Background: an optimization exercise with open tools, aiming at a short achievable clock period and few clock cycles. Do not read the settings as production practice. Power is estimated from default activity; no workload was simulated.

Design cpu, start of the top module:
module cpu(input         clk, reset,
           input  [15:0] dataout, instruction,
           output        MemRd, MemWr,
           output [15:0] datain, instrAddr, dataAddr);
Size in the first run: roughly 1600 cells after synthesis, about 320 flip-flops, ~17000 um2 of cells after synthesis.
Settings: LEC_CHECK=0, CAP_MARGIN=20, CORE_MARGIN=2, CORE_UTILIZATION=40, PLACE_DENSITY=0.6, SLEW_MARGIN=20, SYNTH_HIERARCHICAL=1; clock period 13.0 ns.
standard.sh (not shown) runs the stock make flow with config.mk's settings and CLKGATE_MAP_FILE= SYNTH_SCRIPT=/design/flow/synth_recipe.tcl, a recipe that flattens the netlist after the stock synthesis.
==> flow/flow/run.sh <==
#!/bin/bash
# Own flow: the standard layout, with two changes to how it is made (the clock period
# and constraints are unchanged):
#  - the port buffers that buffer_ports inserts are plain buffers (buf_2), not whatever cell
#    it picks by default (a delay cell on this platform);
#  - repair_timing aims for more setup slack than the default.
set -euo pipefail
bash standard.sh SETUP_SLACK_MARGIN=9.2 'BUFFER_PORTS_ARGS=-buffer_cell sky130_fd_sc_hd__buf_2' finish > flow_standard.log 2>&1
Rerun with:
--- a/flow/design.v
+++ b/flow/design.v
@@ -31,20 +31,16 @@
   reg        xret, xpt;    
   reg [15:0] xpc2, xbt;    
   reg [15:0] xrt;          
   reg        xla, xlb;     
   reg [15:0] mres, mdata;
   reg [7:1]  mwe;          
   reg        mld, mbyte, msx, mwr;
   reg [15:0] r1, r2, r3, r4, r5, r6, r7;
-  reg [7:1]  zf, nf;       
-  reg [15:0] xni;          
-  reg        xaddi;        
-  reg        xzk;          
   wire [7:0]  xdo = 8'd1 << xd;
   wire [15:0] av = ({16{xsa[0]}} & mres) | ({16{xsa[1]}} & r1) | ({16{xsa[2]}} & r2) |
                    ({16{xsa[3]}} & r3)   | ({16{xsa[4]}} & r4) | ({16{xsa[5]}} & r5) |
                    ({16{xsa[6]}} & r6)   | ({16{xsa[7]}} & r7);
   wire [15:0] bv = ({16{xsb[0]}} & mres) | ({16{xsb[1]}} & r1) | ({16{xsb[2]}} & r2) |
                    ({16{xsb[3]}} & r3)   | ({16{xsb[4]}} & r4) | ({16{xsb[5]}} & r5) |
                    ({16{xsb[6]}} & r6)   | ({16{xsb[7]}} & r7);
   wire        st = xv & (xla | xlb);           
@@ -52,44 +48,28 @@
   wire [15:0] bop = ximm ? xi : xsub ? ~bv : bv;
   wire [15:0] sum = av + bop + {15'd0, xsub};
   wire [15:0] res = xcall ? xpc2 : xand ? (av & bop) : sum;
   wire        eq = (av == bv);
   wire        lt = (av[15] ^ bv[15]) ? av[15] : (av[14:0] < bv[14:0]);   
   wire        mbr = eq ? xm[2] : lt ? xm[1] : xm[0];
   wire        mis = go & (mbr | (xret & (av != xrt)));
   wire [15:0] redir = xret ? av : xpt ? xpc2 : xbt;
-  wire        xz  = xaddi ? (av == xni) : xand ? ((av & bop) == 16'd0) : eq;
-  wire        mz  = (mres == 16'd0);
-  wire [7:1]  mw  = mwe & {7{~mld}};
-  wire [7:1]  ez  = (xwd & {7{xz}}) | (~xwd & mw & {7{mz}}) | (~xwd & ~mwe & zf);
-  wire [7:1]  en  = (~xwd & mw & {7{mres[15]}}) | (~xwd & ~mwe & nf);
-  wire [7:1]  ekz = (xwd & {7{xzk}}) | (~xwd & ~(mwe & {7{mld}}));    
-  wire [7:1]  ekn = ~xwd & ~(mwe & {7{mld}});                           
   wire [15:0] i  = instruction;
   wire [3:0]  op = i[15:12];
   wire [15:0] pc2;
   wire [10:0] hip, him;
   pcinc pci(pc, pc2, hip, him);
   wire [5:0]  lo = {1'b0, pc[4:0]} + {1'b0, i[4:0]};
   wire        c5 = lo[5];    
   wire [15:0] jt = {pc2[15:13], i[11:0], 1'b0};
   wire fbr  = (op[3:2] == 2'b10);
   wire fj   = (op[3:1] == 3'b110);
   wire fret = (op == 4'd14);
-  wire fps  = i[4] | op[0] | (~op[1] & i[11]);    
-  wire [7:0] rdo = 8'd1 << i[10:8];
-  wire       rz  = rdo[0] | |(rdo[7:1] & ez);
-  wire       rn  = |(rdo[7:1] & en);
-  wire       rkz = rdo[0] | |(rdo[7:1] & ekz);
-  wire       rkn = rdo[0] | |(rdo[7:1] & ekn);
-  wire       fzc = i[11] | (i[7:5] == 3'd0);       
-  wire       rtk = op[1] ? (op[0] ^ rz) : op[0] ? (rn | rz) : ~rn;
-  wire       rkn2 = op[1] ? rkz : (rkz & rkn);
-  wire fpt  = (fzc & rkn2) ? rtk : fps;
+  wire fpt  = i[4] | op[0] | (~op[1] & i[11]);    
   wire sj   = fj;
   wire sr   = fret;
   wire sb   = fbr & fpt;
   wire ss   = ~(sj | sr | sb);
   wire [10:0] bt1 = i[4] ? pc[15:5] : hip;
   wire [10:0] bt0 = i[4] ? him : pc[15:5];
   wire [10:0] bth;
   cmux #(11) btm(c5, bt1, bt0, bth);
@@ -153,18 +133,16 @@
       xsb <= {fbo[7:1] & ~xwd, ffb};
       xla <= ffa & xld; xlb <= ffb & xld;
       xd <= fd; xwe <= fwe; xand <= fand; xsub <= fsub; xcall <= (op == 4'd13);
       ximm <= fimm; xi <= fi;
       xld <= fld; xbyte <= (op == 4'd6); xsx <= i[11]; xst <= fst; xsv <= fsv;
       xs9 <= i[8:0];
       xm <= fbr ? (ftk ^ {3{fpt}}) : 3'b000;
       xret <= fret; xpt <= fpt;
-      xni <= 16'd0 - fi; xaddi <= (op == 4'd3);
-      xzk <= (op == 4'd3) | (op == 4'd2) | (op == 4'd0) | (op == 4'd4);
       xpc2 <= pc2; xbt <= bt; xrt <= ras;
     end
   always @(posedge clk or posedge reset)
     if (reset) begin
       mwe <= 7'd0; mld <= 1'b0; mwr <= 1'b0;
     end else begin
       mwe <= (go & xwe) ? xdo[7:1] : 7'd0; mld <= go & xld; mwr <= go & xst;
     end
@@ -180,24 +158,14 @@
     if (mwe[1]) r1 <= wv;
     if (mwe[2]) r2 <= wv;
     if (mwe[3]) r3 <= wv;
     if (mwe[4]) r4 <= wv;
     if (mwe[5]) r5 <= wv;
     if (mwe[6]) r6 <= wv;
     if (mwe[7]) r7 <= wv;
   end
-  wire wz = (wv == 16'd0);
-  always @(posedge clk) begin
-    if (mwe[1]) begin zf[1] <= wz; nf[1] <= wv[15]; end
-    if (mwe[2]) begin zf[2] <= wz; nf[2] <= wv[15]; end
-    if (mwe[3]) begin zf[3] <= wz; nf[3] <= wv[15]; end
-    if (mwe[4]) begin zf[4] <= wz; nf[4] <= wv[15]; end
-    if (mwe[5]) begin zf[5] <= wz; nf[5] <= wv[15]; end
-    if (mwe[6]) begin zf[6] <= wz; nf[6] <= wv[15]; end
-    if (mwe[7]) begin zf[7] <= wz; nf[7] <= wv[15]; end
-  end
   assign instrAddr = pc;
   assign dataAddr  = mres;
   assign datain    = mdata;
   assign MemRd     = mld;
   assign MemWr     = mwr;
 endmodule
Effect: Global-route usage came out lower by 0.96 points; area after synthesis decreases by 9.4%; worst setup slack gets better by 0.73 ns; routed wire length fell by 11%; first-iteration DRC count fell by 12%; cell count goes down by 12%; sequential cell count falls by 22; non-clock buffer count came out lower by 9; die area went down by 9.3%; clock power rises by 5.9%; maximum frequency came out higher by 18%.
No run of this note included a check of the RTL's function; only the layout flow was run.

## afterwards: timing with drivers on the ports
Ports are ideal in the flow. The routed layouts listed here were re-timed in OpenROAD. Step 1 (the two cells are an assumption about what drives the block):
set clk [get_ports {clk}]
set_driving_cell -lib_cell sky130_fd_sc_hd__clkbuf_16 $clk
set_driving_cell -lib_cell sky130_fd_sc_hd__buf_2 [delete_from_list [all_inputs] $clk]
Step 2 also shifts input and output timing later by t, the mid clock arrival at the registers, as if the neighbouring blocks saw the same clock. Slacks: ideal ports / drivers / drivers and shift; pairs: ideal ports / drivers.
| run | t (ns) | setup WS [ns] | slew at the worst register clock pin (ns) |
|---|---|---|---|
| the first run | 0.569 | 8.245 / 8.213 / 7.644 | 0.07 / 0.07 |
| the second run | 0.577 | 8.976 / 8.961 / 8.384 | 0.06 / 0.06 |
After both steps setup and hold are still met in every run listed. For the first run, which loses most, drivers alone change the setup slack by -0.032 ns; drivers and shift together by -0.601 ns.
